What follows belongs to an exercise in optimizing a design on an open flow for small area, a short achievable clock period and few clock cycles per item; a production flow would make more cautious choices.
Where RTL was checked, it was by simulation tests only, not by an equivalence proof against the original.
Power and IR drop assume default switching activity.

violet:
==> flow/design.v (excerpt) <==
module divider #(
    parameter WIDTH = 32
)(
    input  logic                   clk,
    input  logic                   rst_n,
    input  logic                   start,
    input  logic [WIDTH-1:0]       dividend,
    input  logic [WIDTH-1:0]       divisor,
    output logic [WIDTH-1:0]       quotient,
    output logic [WIDTH-1:0]       remainder,
    output logic                   done
);
Settings: LEC_CHECK=0, CAP_MARGIN=20, CORE_MARGIN=2, CORE_UTILIZATION=40, SETUP_SLACK_MARGIN=1, SLEW_MARGIN=20; clock period 5.0 ns.
standard.sh (not shown) runs the stock make flow with config.mk's settings and CLKGATE_MAP_FILE= SYNTH_SCRIPT=/design/flow/synth_recipe.tcl, a recipe that flattens the netlist after the stock synthesis.
==> flow/flow/run.sh <==
#!/bin/bash
# The standard layout, with each port buffered by a sky130 buf_1 instead of
# the buffer buffer_ports picks by default.
set -euo pipefail
export BUFFER_PORTS_ARGS="-buffer_cell sky130_fd_sc_hd__buf_1"
bash standard.sh > standard.log 2>&1
Testbench counts of violet, summed over its fixed seeds: cycles 13,384, items 1,280.
Edits applied to the flow inputs when going from violet to maple:
- SETUP_SLACK_MARGIN: 1 -> unset
==> flow/run.sh (new file) <==
#!/bin/bash
# synth_recipe.tcl (not shown) runs the flow's synth.tcl, then flattens the netlist and writes it again
# the make line also repeats each setting of config.mk as NAME=value (left out here)
make -C /OpenROAD-flow-scripts/flow DESIGN_CONFIG=/design/flow/config.mk WORK_HOME=/design/flow/orfs CLKGATE_MAP_FILE= SYNTH_SCRIPT=/design/flow/synth_recipe.tcl finish
removed: flow/flow/run.sh
removed: flow/standard.sh
Notes after the runs:
Every stage of the flow completed for maple, and the final layout passed the timing, design-rule and antenna checks. maple: share of cells above drive strength 1 is 5.2 points lower than what violet reported. For violet, the commonest non-fill, non-tap cell in the layout was buf_1, unlike maple, where it was clkdlybuf4s50_1. For violet, the worst min-delay path category was input port to asynchronous set/reset pin, unlike maple, where it was flop to flop. Number of placed instances, taps included: violet vs maple, no meaningful difference. Looking at final-layout clock-cell area share, maple sits below violet. violet has higher setup slack than maple. Count of plain and timing-repair buffers is higher on violet. maple supports a lower top clock frequency than violet. Relative to violet, the time the final worst path needs with I/O delays and setup of maple is higher by 780 ps.
## Diff of input files: fjord against maple
- SETUP_SLACK_MARGIN newly set to 2
Post-layout instance area (fjord vs. maple) increases by more than 10%
Looking at timing startpoint of the critical path, the dsr_reg[1] result is from maple; the dq_reg[31] one comes from fjord.
[compare] base=maple new=fjord: post-layout net count shows an increase of 8.3%; final wirelength shows an increase of about 5.5%; required arrival time at the worst endpoint shows a reduction of 70 ps; layout buffer count excluding clock buffers shows an increase of 79%.
Run comparison: maple cell with the largest stage delay on the worst path o41ai_4; fjord cell with the largest stage delay on the worst path fa_2

* * *

Another version of the RTL of divider (not shown whole).
Size in the first run: about 130 I/O pins, about 0.010 mm² of cells after synthesis.
Settings: LEC_CHECK=0, CAP_MARGIN=20, CORE_MARGIN=2, CORE_UTILIZATION=40, SETUP_SLACK_MARGIN=0.9, SLEW_MARGIN=20; clock period 5.0 ns.
==> flow/flow/run.sh <==
#!/bin/bash
# The standard layout, with each port buffered by a sky130 buf_1 instead of
# the buffer buffer_ports picks by default.
set -euo pipefail
export BUFFER_PORTS_ARGS="-buffer_cell sky130_fd_sc_hd__buf_1"
bash standard.sh > standard.log 2>&1
Testbench counts at the start, summed over its fixed seeds: cycles 12,204, items 1,280.
Edit:
Settings changed: SETUP_SLACK_MARGIN 0.9 to 1.
Final area grows slightly.
Worst hold slack gains 0.0035 ns.
Wire length climbs slightly.
Total power increases slightly.
Clock-buffer cell count is unchanged.
Edit:
Settings changed: CORE_UTILIZATION 40 to 50.
The new run completed without violations.
First-iteration DRC count increases by about 1%.
Critical path depth decreases by 2.
Global-route usage increases by 6.6 points.
Final area decreases by 0.47%.
Worst hold slack gains 0.0092 ns.
Setup slack gains 0.025 ns.
Non-clock buffer count increases by 2.
Area after synthesis stays the same.
Die area decreases by about 20%.

* * *

the previous run:
divider, a different RTL version from the one above (not shown whole).
Size: ~100 flip-flops, roughly 130 I/O pins.
clock: 5.0 ns
lec_check: 0
cap_margin: 20
core_margin: 2
core_utilization: 55
place_density: 0.8
setup_slack_margin: 1
slew_margin: 20
Scripts as last shown in full above: flow/flow/run.sh
The inputs of the current run differ from those of the previous run as listed below.
- CORE_UTILIZATION: 55 -> 40
- SETUP_SLACK_MARGIN: 1 -> 1.3
- PLACE_DENSITY: 0.8 -> unset
==> comparison <==
The current run finished all stages; the layout is clean. NOTE fill cell total of the finished layout the previous run->the current run increased by more than half. In the flow results for the previous run and the current run, the total track usage is smaller on the current run. Final wirelength in the current run vs the previous run: up 3.2%. The die span in y in the current run was higher than what the previous run gave.
Function was not checked in any run of this note: the RTL went through the layout flow alone.

* * *

## the baseline
RTL: one of the versions met above, not the one the previous note started from.
Size: ~1200 cells after synthesis, ~100 flip-flops.
==> flow/design.v (excerpt) <==
module divider #(
    parameter WIDTH = 32
)(
    input  logic                   clk,
    input  logic                   rst_n,
    input  logic                   start,
    input  logic [WIDTH-1:0]       dividend,
    input  logic [WIDTH-1:0]       divisor,
    output logic [WIDTH-1:0]       quotient,
    output logic [WIDTH-1:0]       remainder,
    output logic                   done
);
    logic        busy;
    logic [3:0]  cnt;           
    logic [31:0] rem_reg;       
    logic [31:0] dq_reg;        
    logic [31:0] dsr_reg;       
    logic [4:0] msb;
    always_comb begin
        msb = 5'd0;
        for (int i = 1; i < 32; i++)
            if (divisor[i]) msb = i[4:0];
    end
    logic [4:0]  skip;
    assign skip = {msb[4:2], 2'b00};
    logic [63:0] pre;
    assign pre = {32'd0, dividend} << skip;
    logic [33:0] w;
    logic [34:0] d1, d2, d3;
    assign w  = {rem_reg, dq_reg[31:30]};
    assign d1 = {1'b0, w} - {3'b0, dsr_reg};
    assign d2 = {1'b0, w} - {2'b0, dsr_reg, 1'b0};
    logic [34:0] a3, nd, n2d, s3, cy3;
    assign a3  = {1'b0, w};
    assign nd  = ~{3'b0, dsr_reg};
    assign n2d = ~{2'b0, dsr_reg, 1'b0};
    assign s3  = a3 ^ nd ^ n2d;
  ...
Settings: LEC_CHECK=0, CAP_MARGIN=20, CORE_MARGIN=2, CORE_UTILIZATION=40, SETUP_SLACK_MARGIN=1, SLEW_MARGIN=20; clock period 5.0 ns.
run.sh (not shown) runs the stock make flow with config.mk's settings and CLKGATE_MAP_FILE= SYNTH_SCRIPT=/design/flow/synth_recipe.tcl, a recipe that flattens the netlist after the stock synthesis.
Stock flow here: none of the scripts above is used.
Testbench counts of the baseline, summed over its fixed seeds: cycles 13,384, items 1,280.
## Diff of input files: the candidate against the baseline
# the baseline
export LEC_CHECK = 0
export CAP_MARGIN = 20
export CORE_MARGIN = 2
export CORE_UTILIZATION = 40
export SETUP_SLACK_MARGIN = 1
export SLEW_MARGIN = 20
create_clock -name core_clock -period 5.0 [get_ports {clk}]
# the candidate
export LEC_CHECK = 0
export CAP_MARGIN = 20
export CORE_MARGIN = 2
export CORE_UTILIZATION = 60
export SETUP_SLACK_MARGIN = 1
export SLEW_MARGIN = 20
create_clock -name core_clock -period 5.0 [get_ports {clk}]
==> flow/flow/run.sh (new file) <==
#!/bin/bash
# The standard layout, with each port buffered by a sky130 buf_1 instead of
# the buffer buffer_ports picks by default.
set -euo pipefail
export BUFFER_PORTS_ARGS="-buffer_cell sky130_fd_sc_hd__buf_1"
bash standard.sh > standard.log 2>&1
==> flow/standard.sh (new file) <==
#!/bin/bash
# synth_recipe.tcl (not shown) runs the flow's synth.tcl, then flattens the netlist and writes it again
# the make line also repeats each setting of config.mk as NAME=value (left out here)
make -C /OpenROAD-flow-scripts/flow DESIGN_CONFIG=/design/flow/config.mk WORK_HOME=/design/flow/orfs CLKGATE_MAP_FILE= SYNTH_SCRIPT=/design/flow/synth_recipe.tcl "${@:-finish}"
removed: flow/run.sh
Results
- From the baseline to the candidate the numbers moved as follows: worst setup slack climbed 0.050 ns; detailed placement HPWL shows a reduction of 9.1%; count of placed standard cells in the final layout, fillers left out has decreased; share of power burned in registers went up 0.5 points; required time at the worst-slack endpoint climbed 0.03 ns.
- Measured against the candidate, the starting DRC count in detailed routing of the baseline comes out at 0.918 times the reference value.
- Logic depth of the worst register-to-register path is lower on the candidate
- Number of vias per cell ended up about 7.5% higher on the candidate than on the baseline.
- A timing endpoint of the critical path of rem_reg[11]$_DFFE_PP_ is what the baseline shows, while rem_reg[29]$_SDFFCE_PP0P_ belongs to the candidate.

* * *

divider, a different RTL version from the one above (not shown whole).
For scale: ~6800 um^2 of cells after synthesis.
export LEC_CHECK = 0
export CAP_MARGIN = 20
export CORE_MARGIN = 2
export CORE_UTILIZATION = 40
export SETUP_SLACK_MARGIN = 2
export SLEW_MARGIN = 20
create_clock -name core_clock -period 5.0 [get_ports {clk}]
standard.sh (not shown) runs the stock make flow with config.mk's settings and CLKGATE_MAP_FILE= SYNTH_SCRIPT=/design/flow/synth_recipe.tcl, a recipe that flattens the netlist after the stock synthesis.
==> flow/flow/run.sh <==
#!/bin/bash
# The standard layout, with each port buffered by a sky130 buf_1 instead of
# the buffer buffer_ports picks by default.
set -euo pipefail
export BUFFER_PORTS_ARGS="-buffer_cell sky130_fd_sc_hd__buf_1"
bash standard.sh > standard.log 2>&1
The baseline went through all stages and came out clean.
Testbench counts at the start, summed over its fixed seeds: cycles 25,488, items 1,280.
Rerun with:
==> flow/run.sh (new file) <==
#!/bin/bash
# synth_recipe.tcl (not shown) runs the flow's synth.tcl, then flattens the netlist and writes it again
# the make line also repeats each setting of config.mk as NAME=value (left out here)
make -C /OpenROAD-flow-scripts/flow DESIGN_CONFIG=/design/flow/config.mk WORK_HOME=/design/flow/orfs CLKGATE_MAP_FILE= SYNTH_SCRIPT=/design/flow/synth_recipe.tcl finish
--- a/flow/config.mk
+++ b/flow/config.mk
@@ -11 +10,0 @@
-export SETUP_SLACK_MARGIN = 2
removed: flow/flow/run.sh
removed: flow/standard.sh
=> The new run passed the timing, design-rule and antenna checks; synthesized cell count stays the same; clock-buffer cell count fell by 2; clock skew stays flat; setup slack is worse by 0.69 ns; synthesized area stays the same.
Rerun with:
--- a/flow/config.mk
+++ b/flow/config.mk
@@ -7,0 +8 @@
+export ABC_AREA = 1
Critical path depth is lower by 1. Total power is higher by 13%. Final area is higher by 15%.

==> re-timing with driven ports <==
The results above use ideal ports. As a check the final layouts listed here were re-extracted and re-timed, cells and wires unchanged.
Step 1, drivers: a clkbuf_16 drives clk and a buf_2 each remaining input, both assumed.
Step 2 moves the port delays by t, midway between the first and last clock arrival at a register: inputs arrive t later, outputs are due t later. That takes back most of the time a late clock gives input paths.
Slacks: ideal / step 1 / step 2; pairs: ideal / step 1.
run	t (ns)	setup WS [ns]	latest minus earliest clock arrival (ns)
violet	0.416	1.096 / 1.096 / 0.969	0.014 / 0.013
maple	0.421	0.313 / 0.313 / 0.313	0.024 / 0.024
fjord	0.414	1.077 / 1.077 / 1.077	0.020 / 0.020
the first run of note 2	0.416	1.085 / 1.085 / 0.709	0.013 / 0.013
the second run of note 2	0.414	1.145 / 1.145 / 0.766	0.013 / 0.013
the third run of note 2	0.420	1.170 / 1.177 / 0.781	0.028 / 0.028
the previous run	0.406	0.955 / 0.955 / 0.805	0.010 / 0.010
the current run	0.406	1.171 / 1.171 / 0.969	0.014 / 0.014
the baseline	0.422	1.019 / 1.047 / 0.625	0.026 / 0.026
the candidate	0.416	1.069 / 1.069 / 0.838	0.015 / 0.014
the first run of note 5	0.407	1.630 / 1.630 / 1.436	0.016 / 0.016
the second run of note 5	0.401	0.936 / 0.961 / 0.560	0.011 / 0.011
the third run of note 5	0.412	1.253 / 1.275 / 0.863	0.021 / 0.022
After both steps every run listed still meets setup and hold. For the baseline, which loses most, drivers alone change the setup slack by +0.028 ns; drivers and shift together by -0.394 ns.
